This is an optimization exercise on Yosys and OpenROAD, whose aim is small area, not a production implementation. The RTL was checked by simulation tests, not by an equivalence proof against the original design.

// cordic_dds
module cordic_dds (
  input             clk,
  input             rst_n,
  input             cfg_vld,
  input      [31:0] cfg_freq_word,
  input      [31:0] cfg_phase_word,
  output reg        sig_vld_o,
  output     [15:0] sin_o,
  output     [15:0] cos_o
);
For scale: roughly 3,700 cells after synthesis, about 750 flip-flops, roughly 36,000 sq um of cells after synthesis.
clock: 5.0 ns
lec_check: 0
abc_area: 1
cap_margin: 20
core_margin: 2
core_utilization: 65
slew_margin: 20
standard.sh (not shown) runs the stock make flow with config.mk's settings and CLKGATE_MAP_FILE= SYNTH_SCRIPT=/design/flow/synth_recipe.tcl, a recipe that flattens the netlist after the stock synthesis.
==> flow/flow/run.sh <==
#!/bin/bash
# Layout flow: the standard ORFS flow (standard.sh), with these changes:
#  - clock tree synthesis uses clkbuf_4 buffers in clusters of at most 10 sinks within
#    50 um, and inserts no dummy loads;
#  - the port buffers are buf_1 cells.
# Everything else (floorplan, power grid, tap cells, placement, routing, repair) is the
# standard flow. The full output of the ORFS run goes to standard.log in this work
# folder, and each ORFS step keeps its own log under orfs/logs/.
set -o pipefail
bash standard.sh \
  SYNTH_ARGS=-noabc \
  "CTS_ARGS=-sink_clustering_enable -repair_clock_nets -dont_use_dummy_load -buf_list {sky130_fd_sc_hd__clkbuf_2 sky130_fd_sc_hd__clkbuf_4} -sink_clustering_size 10 -sink_clustering_max_diameter 50" \
  "BUFFER_PORTS_ARGS=-buffer_cell sky130_fd_sc_hd__buf_1" \
  finish > standard.log 2>&1
==> next run, changes <==
--- a/flow/flow/run.sh
+++ b/flow/flow/run.sh
@@ -10,5 +10,5 @@
 bash standard.sh \
   SYNTH_ARGS=-noabc \
-  "CTS_ARGS=-sink_clustering_enable -repair_clock_nets -dont_use_dummy_load -buf_list {sky130_fd_sc_hd__clkbuf_2 sky130_fd_sc_hd__clkbuf_4} -sink_clustering_size 10 -sink_clustering_max_diameter 50" \
+  "CTS_ARGS=-sink_clustering_enable -repair_clock_nets -dont_use_dummy_load -buf_list sky130_fd_sc_hd__clkbuf_4 -sink_clustering_size 10 -sink_clustering_max_diameter 50" \
   "BUFFER_PORTS_ARGS=-buffer_cell sky130_fd_sc_hd__buf_1" \
   finish > standard.log 2>&1
=>
- non-clock buffer count does not change
- worst setup slack does not change
- synthesized cell count stays the same
- global-route usage stays the same
- die area does not change
- critical path depth does not change
- routed wire length stays the same
- core utilization is unchanged
- via count does not change
==> next run, changes <==
==> flow/flow/run.sh (replaced) <==
#!/bin/bash
# Layout flow: the standard ORFS flow (standard.sh), with these changes:
#  - Yosys's synth runs without its internal "abc -fast" (SYNTH_ARGS=-noabc), so the
#    full adders are extracted from the RTL's own ripple-carry structure, without the
#    inverters that the early ABC pass's polarity choices leave around them;
#  - clock tree synthesis uses clkbuf_4 buffers and inserts no dummy loads;
#  - the port buffers are buf_1 cells.
# Everything else (floorplan, power grid, tap cells, placement, routing, repair) is the
# standard flow. The full output of the ORFS run is in standard.log beside this script's
# work folder, and each ORFS step keeps its own log under orfs/logs/.
set -o pipefail
bash standard.sh \
  SYNTH_ARGS=-noabc \
  "CTS_ARGS=-sink_clustering_enable -repair_clock_nets -dont_use_dummy_load -buf_list sky130_fd_sc_hd__clkbuf_4 -sink_clustering_size 10 -sink_clustering_max_diameter 50" \
  "BUFFER_PORTS_ARGS=-buffer_cell sky130_fd_sc_hd__buf_1" \
  finish > standard.log 2>&1
Setup slack stays the same.
Global-route usage stays the same.
Routed wire length is unchanged.
Clock skew is unchanged.

== xenon ==
cordic_dds, a different RTL version from the one above (not shown whole).
For scale: about 750 flip-flops, roughly 0.040 sq mm of cells after synthesis.
export LEC_CHECK = 0
export CAP_MARGIN = 20
export CORE_MARGIN = 2
export CORE_UTILIZATION = 40
export SLEW_MARGIN = 20
create_clock -name core_clock -period 5.0 [get_ports {clk}]
==> flow/flow/run.sh <==
#!/bin/bash
# Layout flow: the standard ORFS flow (standard.sh), with these changes:
#  - Yosys's synth runs without its internal "abc -fast" (SYNTH_ARGS=-noabc), so the
#    full adders are extracted from the RTL's own ripple-carry structure, without the
#    inverters that the early ABC pass's polarity choices leave around them;
#  - clock tree synthesis uses clkbuf_4 buffers and inserts no dummy loads;
#  - the port buffers are buf_1 cells.
# Everything else (floorplan, power grid, tap cells, placement, routing, repair) is the
# standard flow. The full output of the ORFS run is in standard.log beside this script's
# work folder, and each ORFS step keeps its own log under orfs/logs/.
set -o pipefail
bash standard.sh \
  SYNTH_ARGS=-noabc \
  "CTS_ARGS=-sink_clustering_enable -repair_clock_nets -dont_use_dummy_load -buf_list sky130_fd_sc_hd__clkbuf_4" \
  "BUFFER_PORTS_ARGS=-buffer_cell sky130_fd_sc_hd__buf_1" \
  finish > standard.log 2>&1
xenon | status: complete | timing, DRC, antenna: pass
Input-level comparison between quartz and xenon:
-- flow/flow/run.sh --
<<< xenon, line 12
bash standard.sh \
  SYNTH_ARGS=-noabc \
  "CTS_ARGS=-sink_clustering_enable -repair_clock_nets -dont_use_dummy_load -buf_list sky130_fd_sc_hd__clkbuf_4" \
  "BUFFER_PORTS_ARGS=-buffer_cell sky130_fd_sc_hd__buf_1" \
  finish > standard.log 2>&1
>>> quartz, line 12
bash standard.sh \
  SYNTH_ARGS=-noabc \
  "CTS_ARGS=-sink_clustering_enable -repair_clock_nets -dont_use_dummy_load -buf_list sky130_fd_sc_hd__clkbuf_4 -sink_clustering_size 10 -sink_clustering_max_diameter 50" \
  "BUFFER_PORTS_ARGS=-buffer_cell sky130_fd_sc_hd__buf_1" \
  finish > standard.log 2>&1
-- flow/config.mk --
<<< xenon, line 8
export CAP_MARGIN = 20
export CORE_MARGIN = 2
export CORE_UTILIZATION = 40
export SLEW_MARGIN = 20
>>> quartz, line 8
export CAP_MARGIN = 20
export CORE_MARGIN = 2
export CORE_UTILIZATION = 55
export SLEW_MARGIN = 20
## What came out
quartz | stages: all done | timing, DRC, antenna: all pass
Both conditions hold for xenon: the flow ran to the end and the final layout passed the timing, design-rule and antenna checks.
Measured against each other, xenon and quartz differ in post-route fraction of the period consumed by the critical path, the lower figure coming from xenon.
Summary of quartz over xenon: area after detailed placement moved down, final critical-path required period moved up, worst-case hold slack moved up.
Status: flip-flop and latch area parity (quartz, xenon)
Compared with xenon, quartz shows a lower area added between synthesis and finish.
Re fraction of layout instances using a drive strength above 1: xenon and quartz aren't equal, and the higher value belongs to xenon.
[quartz] number of H-tree levels fell 1 relative to xenon
Side by side, global-route met1 utilization turned out higher in quartz than in xenon.

re-timing with driven ports:
No port has a modelled driver above. Below, the same layouts with a new extraction and two added sets of constraints. Step 1, drivers: a clkbuf_16 drives clk and a buf_2 each remaining input, both assumed. Step 2 also shifts input and output timing later by t, the mid clock arrival at the registers, as if the neighbouring blocks saw the same clock. Slacks: ideal / step 1 / step 2; pairs: ideal / step 1.
run | t (ns) | slack for setup (ns) | worst setup path at the end
the first run of note 1 | 0.851 | 0.163 / 0.163 / 0.163 | register to register
the second run of note 1 | 0.851 | 0.163 / 0.163 / 0.163 | register to register
the third run of note 1 | 0.851 | 0.163 / 0.163 / 0.163 | register to register
xenon | 1.030 | 0.358 / 0.358 / 0.358 | register to register
quartz | 0.905 | 0.262 / 0.262 / 0.262 | register to register
After both steps every run listed still meets setup and hold.
